Background: an optimization exercise with open tools, aiming at small area and a short achievable clock period. Do not read the settings as production practice. In this exercise RTL edits were held to simulation tests only and were not proved equivalent to the original. Power is estimated from default activity; no workload was simulated.

<file path="flow/config.mk">
export PLATFORM = sky130hd
export DESIGN_NAME = fp_pipeline
export DESIGN_NICKNAME = fp_pipeline
export VERILOG_FILES = /design/flow/design.v
export SDC_FILE = /design/flow/constraint.sdc
export NUM_CORES = 4
export LEC_CHECK = 0
export CAP_MARGIN = 20
export CORE_MARGIN = 2
export CORE_UTILIZATION = 40
export SLEW_MARGIN = 20
</file>
<file path="flow/constraint.sdc">
create_clock -name core_clock -period 7.0 [get_ports {clk}]
set_input_delay 1.4000 -clock core_clock [delete_from_list [all_inputs] [get_ports {clk}]]
set_output_delay 1.4000 -clock core_clock [all_outputs]
set_load 0.01 [all_outputs]
</file>
<file path="flow/design.v">
module b16fpmul_pipe (          
    input [15:0] oprA, oprB,
    input clk,
    input rst,
    input pipe_en,
    output reg [15:0] Result
);    
    reg SA, SB, SR;                  
    reg [5:0] ExpZ; 
    reg [4:0] ExpA, ExpB, ExpR;      
    reg [9:0] FracA, FracB, FracR;   
    reg [21:0] FracZ;                
    reg [21:0] FracZ_reg;
    reg [5:0] ExpR_reg;
    reg SRreg; 
    always @(*) begin
        SA = oprA[15];
        SB = oprB[15];
        ExpA = oprA[14:10];
        ExpB = oprB[14:10];
        FracA = oprA[9:0];
        FracB = oprB[9:0]; 
        SR = SA ^ SB;
        FracZ = {1'b1, FracA} * {1'b1, FracB};
        ExpZ = ExpA + ExpB;
        ExpZ = ExpZ - 15;
    end
    always @(posedge clk) begin
        if (rst) begin
            FracZ_reg <= 0;
            ExpR_reg <= 0;
            SRreg <= 0;
        end else if (pipe_en) begin
            FracZ_reg <= FracZ;
            ExpR_reg <= ExpZ[5:0];
            SRreg <= SR;
        end
    end
    reg [4:0] ExpR_out;
    always @(*) begin
        ExpR_out = FracZ_reg[21] ? ExpR_reg[4:0] + 1 : ExpR_reg[4:0];
        FracR = FracZ_reg[21] ? FracZ_reg[20:11] : FracZ_reg[19:10];
        if (ExpR_reg[5] == 1) begin
            Result = 16'b0;
        end else begin
            Result = {SRreg, ExpR_out[4:0], FracR};
        end
    end
endmodule
module b16fpadd_pipe (oprA, oprB, clk, reset, pipe_en, Result);         
    input [15:0] oprA, oprB;
    input clk, reset, pipe_en;
    output reg [15:0] Result;
    reg SA, SB, SR;                  
    reg [4:0] ExpA, ExpB, ExpR;      
    reg [9:0] FracA, FracB, FracR;   
    reg [11:0] FracA_ext, FracB_ext;  
    reg [12:0] FracZ;
    reg [4:0] ExpDiff;
    integer i;
    reg [3:0] shift_amt;
    always @(*) begin
        SA = oprA[15];
        SB = oprB[15];
        ExpA = oprA[14:10];
        ExpB = oprB[14:10];
        FracA = oprA[9:0];
        FracB = oprB[9:0];
        FracA_ext = (ExpA == 0) ? {1'b0, FracA, 1'b0} : {1'b1, FracA, 1'b0};   
        FracB_ext = (ExpB == 0) ? {1'b0, FracB, 1'b0} : {1'b1, FracB, 1'b0};   
        if (ExpA > ExpB) begin
            ExpDiff = ExpA - ExpB;
            FracB_ext = FracB_ext >> ExpDiff;
            ExpR = ExpA;
        end else begin
            ExpDiff = ExpB - ExpA;
            FracA_ext = FracA_ext >> ExpDiff;
            ExpR = ExpB;
        end
        if (SA == SB) begin
            FracZ = FracA_ext + FracB_ext;
            SR = SA;
        end else begin
            if (FracA_ext >= FracB_ext) begin
                FracZ = FracA_ext - FracB_ext;
                SR = SA;
            end else begin
                FracZ = FracB_ext - FracA_ext;
                SR = SB;
            end
        end
    end 
    reg [4:0] ExpR_reg;
    reg [12:0] FracZ_reg;
    reg SR_reg;
    always @(posedge clk) begin
        if (reset) begin
            ExpR_reg <= 0;
            FracZ_reg <= 0;
            SR_reg <= 0;
        end else if (pipe_en) begin
            ExpR_reg <= ExpR;
            FracZ_reg <= FracZ;
            SR_reg <= SR;
        end
    end
    reg [4:0] ExpR_norm;
    reg [9:0] FracR_norm;
    reg [12:0] FracZ_norm;
    reg SR_norm;
    always @(*) begin
        shift_amt = 0;
        FracZ_norm = 0;
        if (FracZ_reg == 0) begin
            ExpR_norm = 0;
            FracR_norm = 0;
            SR_norm = 0;
        end else begin
            casex (FracZ_reg)
                13'b1xxxxxxxxxxxx: shift_amt = 0;
                13'b01xxxxxxxxxxx: shift_amt = 1;
                13'b001xxxxxxxxxx: shift_amt = 2;
                13'b0001xxxxxxxxx: shift_amt = 3;
                13'b00001xxxxxxxx: shift_amt = 4;
                13'b000001xxxxxxx: shift_amt = 5;
                13'b0000001xxxxxx: shift_amt = 6;
                13'b00000001xxxxx: shift_amt = 7;
                13'b000000001xxxx: shift_amt = 8;
                13'b0000000001xxx: shift_amt = 9;
                13'b00000000001xx: shift_amt = 10;
                13'b000000000001x: shift_amt = 11;
                13'b0000000000001: shift_amt = 12;
                default: shift_amt = 13;
            endcase
            FracZ_norm = FracZ_reg << shift_amt;
            ExpR_norm = ExpR_reg - shift_amt + 1;
            FracR_norm = FracZ_norm[11:2];
            SR_norm = SR_reg;
        end
        Result = {SR_norm, ExpR_norm, FracR_norm};
    end
endmodule
module fp_pipeline (
    input wire clk,
    input wire reset,
    input wire pipe_en,
    input wire [15:0] in_scalar,
    input wire [15:0] in_batch,
    input wire [8:0] in_waddr,
    input wire in_wen,
    input wire in_valid,
    output wire out_we,
    output wire [8:0] out_waddr,
    output wire [15:0] out_data
);
reg [42:0] ID_MUL_reg;
reg [26:0] MUL_ACC_reg;
reg [26:0] ACC_MEM_reg;
reg proc_en;
always @(posedge clk) begin
    if (reset) begin
        proc_en <= 1'b0;
    end else begin
        proc_en <= pipe_en;
    end
end
always @(posedge clk) begin
    if (reset) begin
        ID_MUL_reg[41] <= 1'b0;
        ID_MUL_reg[42] <= 1'b0;
    end else if (proc_en) begin
        ID_MUL_reg[15:0] <= in_scalar;
        ID_MUL_reg[31:16] <= in_batch;
        ID_MUL_reg[40:32] <= in_waddr;
        ID_MUL_reg[41] <= in_wen;
        ID_MUL_reg[42] <= in_valid;
    end
end
wire [15:0] fp0data_MUL;
wire [15:0] fp1data_MUL;
wire [15:0] fpmul;
wire [8:0] waddr_MUL;
wire wEn_MUL;
wire valid_MUL;
assign fp0data_MUL = ID_MUL_reg[15:0];
assign fp1data_MUL = ID_MUL_reg[31:16];
assign waddr_MUL = ID_MUL_reg[40:32];
assign wEn_MUL = ID_MUL_reg[41];
assign valid_MUL = ID_MUL_reg[42];
b16fpmul_pipe fpmult_pipe (
    .clk(clk),
    .rst(reset),
    .pipe_en(proc_en),
    .oprA(fp0data_MUL),
    .oprB(fp1data_MUL),
    .Result(fpmul)
);
reg [8:0] waddr_MUL_reg;         
reg wEn_MUL_reg;
reg valid_MUL_reg;
always @(posedge clk) begin
    if (reset) begin
        waddr_MUL_reg <= 9'b0;
        wEn_MUL_reg <= 1'b0;
        valid_MUL_reg <= 1'b0;
    end else if (proc_en) begin
        waddr_MUL_reg <= waddr_MUL;
        wEn_MUL_reg <= wEn_MUL;
        valid_MUL_reg <= valid_MUL;
    end
end
always @(posedge clk) begin
    if (reset) begin
        MUL_ACC_reg <= 27'b0;
    end else if (proc_en) begin
        MUL_ACC_reg[15:0] <= fpmul;
        MUL_ACC_reg[24:16] <= waddr_MUL_reg;
        MUL_ACC_reg[25] <= wEn_MUL_reg;
        MUL_ACC_reg[26] <= valid_MUL_reg;
    end
end
wire [15:0] fp2data_ACC;
wire [15:0] fp3data_ACC;
wire [15:0] fpaccum;
wire [8:0] waddr_ACC;
wire wEn_ACC;
wire valid_ACC;
assign valid_ACC = MUL_ACC_reg[26];
assign fp2data_ACC = valid_ACC ? MUL_ACC_reg[15:0] : 16'b0;
assign waddr_ACC = MUL_ACC_reg[24:16];
assign wEn_ACC = MUL_ACC_reg[25];
b16fpadd_pipe fpacc(
    .oprA(fp2data_ACC),
    .oprB(fp3data_ACC),
    .clk(clk),
    .reset(reset),
    .pipe_en(proc_en),
    .Result(fpaccum)
);
reg [8:0] waddr_ACC_reg;         
reg wEn_ACC_reg;
reg valid_ACC_reg;
always @(posedge clk) begin
    if (reset) begin
        waddr_ACC_reg <= 9'b0;
        wEn_ACC_reg <= 1'b0;
        valid_ACC_reg <= 1'b0;
    end else if (proc_en) begin
        waddr_ACC_reg <= waddr_ACC;
        wEn_ACC_reg <= wEn_ACC;
        valid_ACC_reg <= valid_ACC;
    end
end
always @(posedge clk) begin
    if (reset) begin
        ACC_MEM_reg[25] <= 1'b0;
    end else if (proc_en) begin
        ACC_MEM_reg[15:0] <= fpaccum;
        ACC_MEM_reg[24:16] <= waddr_ACC_reg;
        ACC_MEM_reg[25] <= wEn_ACC_reg;
        ACC_MEM_reg[26] <= valid_ACC_reg;
    end
end
wire [15:0] fpmulacc;
wire [8:0] waddr_MEM;
wire wEn_MEM;
wire valid_MEM;
assign fpmulacc = ACC_MEM_reg[15:0];
assign valid_MEM = ACC_MEM_reg[26];
assign fp3data_ACC = (wEn_MEM||!valid_MEM) ? 16'b0 : fpmulacc;
assign waddr_MEM = ACC_MEM_reg[24:16];
assign wEn_MEM = ACC_MEM_reg[25];
assign out_we = wEn_MEM;
assign out_waddr = waddr_MEM;
assign out_data = fpmulacc;
endmodule
</file>
<file path="flow/run.sh">
#!/bin/bash
# synth_recipe.tcl (not shown) runs the flow's synth.tcl, then flattens the netlist and writes it again
# the make line also repeats each setting of config.mk as NAME=value (left out here)
make -C /OpenROAD-flow-scripts/flow DESIGN_CONFIG=/design/flow/config.mk WORK_HOME=/design/flow/orfs CLKGATE_MAP_FILE= SYNTH_SCRIPT=/design/flow/synth_recipe.tcl finish
</file>
==> flow_results.xml <==
<?xml version="1.0" encoding="UTF-8"?>
<metrics>
  <group name="logic_synthesis">
    <metric name="yosys_register_bits" unit="">158</metric>
    <metric name="syn_nets" unit="">1706</metric>
    <metric name="synth.distinct_cells" unit="">83</metric>
    <metric name="main_combinational_cell_family_by_area_after_synthesis" unit="">adder cells</metric>
    <metric name="synth-warning-count" unit="">3</metric>
    <metric name="post_synth_instance_area" unit="mm2">0.0134</metric>
    <metric name="ys_dominant_reg_cell" unit="">sky130_fd_sc_hd__dfxtp_1</metric>
    <metric name="library_cell_occupying_the_most_area_in_the_post_synthesis_netlist" unit="">sky130_fd_sc_hd__edfxtp_1</metric>
    <metric name="post_synth_inst_count" unit="">1457</metric>
    <metric name="yosys-mux-area-fraction" unit="%">8.22</metric>
    <metric name="synth_enable_flop_cells" unit="">67</metric>
    <metric name="synth-simple-area-share" unit="%">15.0</metric>
    <metric name="synth_top_cell_area_share" unit="%">15.0</metric>
    <metric name="synth_fa_ha_area_share" unit="%">23.8</metric>
    <metric name="netlist_top_cells_area" unit="">sky130_fd_sc_hd__edfxtp_1, sky130_fd_sc_hd__dfxtp_1, sky130_fd_sc_hd__fa_1, sky130_fd_sc_hd__ha_1, sky130_fd_sc_hd__mux2i_1</metric>
    <metric name="sequential_cell_area_fraction_in_the_yosys_report" unit="%">28.6</metric>
    <metric name="synth_compound_area_share" unit="%">14.2</metric>
    <metric name="syn_avg_cell_area" unit="um2">9.20</metric>
    <metric name="synth-xor-area-share" unit="%">2.36</metric>
    <metric name="asyncSetResetFlopFracSynth" unit="%">0</metric>
  </group>
  <group name="power">
    <metric name="worst_ir_drop_vdd" unit="uV">187</metric>
    <metric name="static-leakage-power" unit="uW">0.00641</metric>
    <metric name="design_power_total" unit="uW">3060</metric>
    <metric name="cellPowerDensity" unit="mW/mm2">204</metric>
  </group>
  <group name="cells_and_area">
    <metric name="drive_gt1_share" unit="%">7.07</metric>
    <metric name="mostFrequentLayoutCell" unit="">sky130_fd_sc_hd__inv_1</metric>
    <metric name="num-nets-final" unit="">1735</metric>
    <metric name="fillerInstances" unit="">3238</metric>
    <metric name="area_growth_syn_to_layout" unit="%">11.8</metric>
    <metric name="final_cells" unit="">1947</metric>
    <metric name="layout.cells.most_common_list" unit="">sky130_fd_sc_hd__inv_1, sky130_fd_sc_hd__nor2_1, sky130_fd_sc_hd__nand2_1</metric>
    <metric name="diodes" unit="">0</metric>
    <metric name="largest_register_ff_count" unit="">43</metric>
  </group>
  <group name="placement">
    <metric name="buffer_ports.inserted" unit="">71</metric>
    <metric name="total_instance_count_after_detailed_placement" unit="">1914</metric>
    <metric name="place_worst_setup_slack" unit="ns">0.471</metric>
    <metric name="routabilityCongestion" unit="">0.847</metric>
    <metric name="dpl.hpwl" unit="mm">23.4</metric>
  </group>
  <group name="critical_path">
    <metric name="timing.critical_path.arrival" unit="ns">6.84</metric>
    <metric name="cp.required" unit="ns">7.38</metric>
    <metric name="worstPathMaxFanout" unit="">22</metric>
    <metric name="critical_path.max_stage_delay" unit="ns">0.58</metric>
    <metric name="cp_cell_sequence" unit="">and2b_2, nand2_1, inv_1, ha_1, inv_1, fa_1, a21o_1, a211o_1, a21oi_2, o22ai_2, nor2_1, nand3_1, a21boi_0, ha_1, or3_2, nor3b_1, a211oi_2, nor4b_4, buf_4, or4_1, o221ai_1, mux2_1, a21oi_1</metric>
    <metric name="setup.worst_path.end" unit="">fpacc.FracZ_reg[7]$_SDFFE_PP0P_</metric>
    <metric name="critical_path.reg2reg.endpoint" unit="">fpacc.FracZ_reg[7]$_SDFFE_PP0P_</metric>
    <metric name="critical-path-slowest-cell" unit="">sky130_fd_sc_hd__or3_2</metric>
    <metric name="crit_start" unit="">ACC_MEM_reg[25]$_SDFFE_PP0P_</metric>
    <metric name="crit-reg2reg-launch" unit="">ACC_MEM_reg[25]$_SDFFE_PP0P_</metric>
    <metric name="setup.worst_path.start_class" unit="">register</metric>
    <metric name="worstSetupPathType" unit="">reg -&gt; reg</metric>
    <metric name="rr_worst_depth" unit="">23</metric>
    <metric name="setup.reg_to_reg.worst_slack" unit="ns">0.55</metric>
    <metric name="crit_path_end_kind" unit="">register</metric>
  </group>
  <group name="timing">
    <metric name="worst_setup_slack_after_layout" unit="ns">0.546</metric>
    <metric name="finalSetupTns" unit="ns">0</metric>
    <metric name="setup-violations-final" unit="">0</metric>
    <metric name="maxSlewViolCount" unit="">0</metric>
    <metric name="transition_at_the_pin_with_the_smallest_max_transition_slack" unit="ns">0.980</metric>
    <metric name="final-hold-violation-count" unit="">0</metric>
    <metric name="fmax" unit="MHz">155</metric>
    <metric name="post-route-min-period" unit="ns">6.45</metric>
    <metric name="remaining_max_slew_budget_at_the_tightest_pin" unit="%">34.4</metric>
    <metric name="grt_setup_unrepaired" unit="">no</metric>
    <metric name="clock-skew-final" unit="ns">0.00963</metric>
    <metric name="final_period_util" unit="%">92.2</metric>
  </group>
  <group name="routing">
    <metric name="wl" unit="mm">31.3</metric>
    <metric name="ant_nets" unit="">0</metric>
    <metric name="vias" unit="">10200</metric>
    <metric name="detail_route.wl_per_cell" unit="um">16.1</metric>
    <metric name="drt_first_pass_iters" unit="">7</metric>
    <metric name="detailedRoute.firstIterationViolations" unit="">753</metric>
    <metric name="avgViaCountPerCell" unit="">5.26</metric>
    <metric name="post-route-drc-count" unit="">0</metric>
  </group>
  <group name="die">
    <metric name="die_width" unit="um">187</metric>
    <metric name="std_cell_rows" unit="">67</metric>
    <metric name="initial_core_util" unit="%">40.3</metric>
    <metric name="coreArea" unit="mm2">0.0333</metric>
    <metric name="dieArea" unit="mm2">0.0350</metric>
    <metric name="fp.dieH" unit="um">187</metric>
    <metric name="io-pin-count" unit="">72</metric>
  </group>
  <group name="clock_tree">
    <metric name="tritoncts_num_sinks" unit="">158</metric>
    <metric name="cts.htree.levels" unit="">4</metric>
    <metric name="clk_latency" unit="ns">0.45</metric>
    <metric name="total_cts_buffers" unit="">17</metric>
    <metric name="cts_hold_repair.buffers" unit="">0</metric>
    <metric name="cts.clk_slew.worst_paths" unit="ns">0.08</metric>
    <metric name="max-clock-path-buffers" unit="">2</metric>
    <metric name="cts-root-buf" unit="">sky130_fd_sc_hd__clkbuf_16</metric>
    <metric name="tritoncts_clock_tree" unit="">built</metric>
  </group>
  <group name="global_route">
    <metric name="global_route_wire_length_before_repair" unit="mm">52.7</metric>
    <metric name="grt_antenna_before_repair" unit="">0</metric>
    <metric name="grt_pass1_vias" unit="">10300</metric>
    <metric name="leftover_overflow_at_the_end_of_global_routing" unit="">0</metric>
    <metric name="grt_max_degree" unit="">72</metric>
    <metric name="groute.usage.overall" unit="%">18.6</metric>
  </group>
  <group name="hold_path">
    <metric name="hp-class" unit="">reg -&gt; reg</metric>
  </group>
  <group name="status">
    <metric name="status" unit="">timing/DRC/antenna clean</metric>
  </group>
  <group name="job">
    <metric name="max-cap-violations" unit="">0</metric>
  </group>
</metrics>
-- per-layer routing --
| metal | vias to the layer above | GRT usage [%] | routed length [um] |
|---|---|---|---|
| met5 | - | 0 | 0 |
| li1 | 5022 | - | - |
| met3 | 37 | 2.68 | 1320 |
| met1 | 4956 | 25.1 | 14800 |
| met4 | 0 | 6.72 | 656 |
| met2 | 232 | 30.5 | 14500 |
-- critical path: cells and delay by family, from the launching register on --
family / cells / cell delay [ns]
compound gates: 8 / 1.66
fa+ha+maj: 3 / 1.00
buf+inv: 3 / 0.34
flops: 1 / 0.33
mux: 1 / 0.34
simple gates: 8 / 2.73
-- synth_stat cells (18+ instances only) --
| cell | number |
|---|---|
| sky130_fd_sc_hd__nand2_1 | 124 |
| sky130_fd_sc_hd__fa_1 | 86 |
| sky130_fd_sc_hd__dfxtp_1 | 91 |
| sky130_fd_sc_hd__inv_1 | 179 |
| sky130_fd_sc_hd__and2_1 | 43 |
| sky130_fd_sc_hd__a21oi_1 | 70 |
| sky130_fd_sc_hd__ha_1 | 117 |
| sky130_fd_sc_hd__mux2i_1 | 73 |
| sky130_fd_sc_hd__xnor2_1 | 24 |
| sky130_fd_sc_hd__nand3_1 | 23 |
| sky130_fd_sc_hd__a211oi_1 | 21 |
| sky130_fd_sc_hd__a22oi_1 | 18 |
| sky130_fd_sc_hd__o21ai_0 | 33 |
| sky130_fd_sc_hd__nor2_1 | 162 |
| sky130_fd_sc_hd__nor3_1 | 18 |
| sky130_fd_sc_hd__clkbuf_1 | 50 |
| sky130_fd_sc_hd__edfxtp_1 | 67 |
| sky130_fd_sc_hd__mux2_2 | 23 |
-- repair_timing --
action                                  in CTS  in global routing
endpoints found under the setup margin       0                  4
endpoints found under the hold margin        0                  0
buffers inserted                             0                  1
gates resized for setup                      0                  1
-- power breakdown --
part | total [uW] | internal (uW) | switching [uW]
Sequential | 1090 | 1030 | 64.6
Combinational | 1040 | 472 | 565
Clock | 932 | 479 | 453
-- final cells by class --
| cell class | count | area, um2 | share of cell area (%) |
|---|---|---|---|
| inverter | 184 | 691 | 4.61 |
| timing repair buffer | 80 | 776 | 5.18 |
| multi-input combinational | 1045 | 8540 | 57.0 |
| sequential | 158 | 3840 | 25.6 |
| tap | 448 | 561 | 3.74 |
| clock inverter | 15 | 160 | 1.07 |
| clock buffer | 17 | 425 | 2.84 |
-- how the worst min path moves through the flow --
stage                     cells after the start                           from  slack, ns                   endpoint
after floorplan                               0  waddr_ACC_reg[0]$_SDFFE_PP0P_       0.41  ACC_MEM_reg[16]$_DFFE_PP_
after global placement                        0  waddr_ACC_reg[4]$_SDFFE_PP0P_       0.42  ACC_MEM_reg[20]$_DFFE_PP_
after detailed placement                      0     valid_ACC_reg$_SDFFE_PP0P_       0.41  ACC_MEM_reg[26]$_DFFE_PP_
after CTS                                     0  waddr_ACC_reg[8]$_SDFFE_PP0P_       0.43  ACC_MEM_reg[24]$_DFFE_PP_
after global routing                          0  waddr_ACC_reg[4]$_SDFFE_PP0P_       0.44  ACC_MEM_reg[20]$_DFFE_PP_
final                                         0  waddr_ACC_reg[4]$_SDFFE_PP0P_       0.43  ACC_MEM_reg[20]$_DFFE_PP_
-- through the flow --
stage | hold WS [ns] | area (um2) | utilization [%]
after floorplan | 0.408 | 13400 | -
after global placement | 0.418 | 14400 | 43.2
after detailed placement | 0.415 | 14400 | 43.2
after CTS | 0.429 | 15000 | 45.0
after global routing | 0.436 | 15000 | 45.0
final | 0.427 | 15000 | 45.0
-- cells by family after synthesis --
family | count (synthesis)
flip-flops | 158
adder cells (fa/ha/maj) | 203
multiplexers | 102
AO/OA/AOI/OAI | 276
AND/OR/NAND/NOR | 430
XOR/XNOR | 34
buffers and inverters | 254

static timing again, ports no longer ideal:
How much do the figures lean on ideal ports? The routed layout below was timed once more, with nothing changed but the port constraints.
Step 1: set_driving_cell puts a clkbuf_16 on clk and a buf_2 on each other input, an assumption about the parent block.
Step 2 also shifts input and output timing later by t, the mid clock arrival at the registers, as if the neighbouring blocks saw the same clock.
Slacks: no drivers / after step 1 / after step 2; pairs: no drivers / after step 1.
t (ns): 0.495
setup WS [ns]: 0.546 / 0.546 / 0.546
latest minus earliest clock arrival (ns): 0.011 / 0.011
worst register clock-pin slew, ns: 0.08 / 0.08
pins driven straight from the clock port: 1
After both steps setup and hold are still met in this run. The setup slack of this run moves by 0.000 ns with the drivers and by 0.000 ns with both steps.
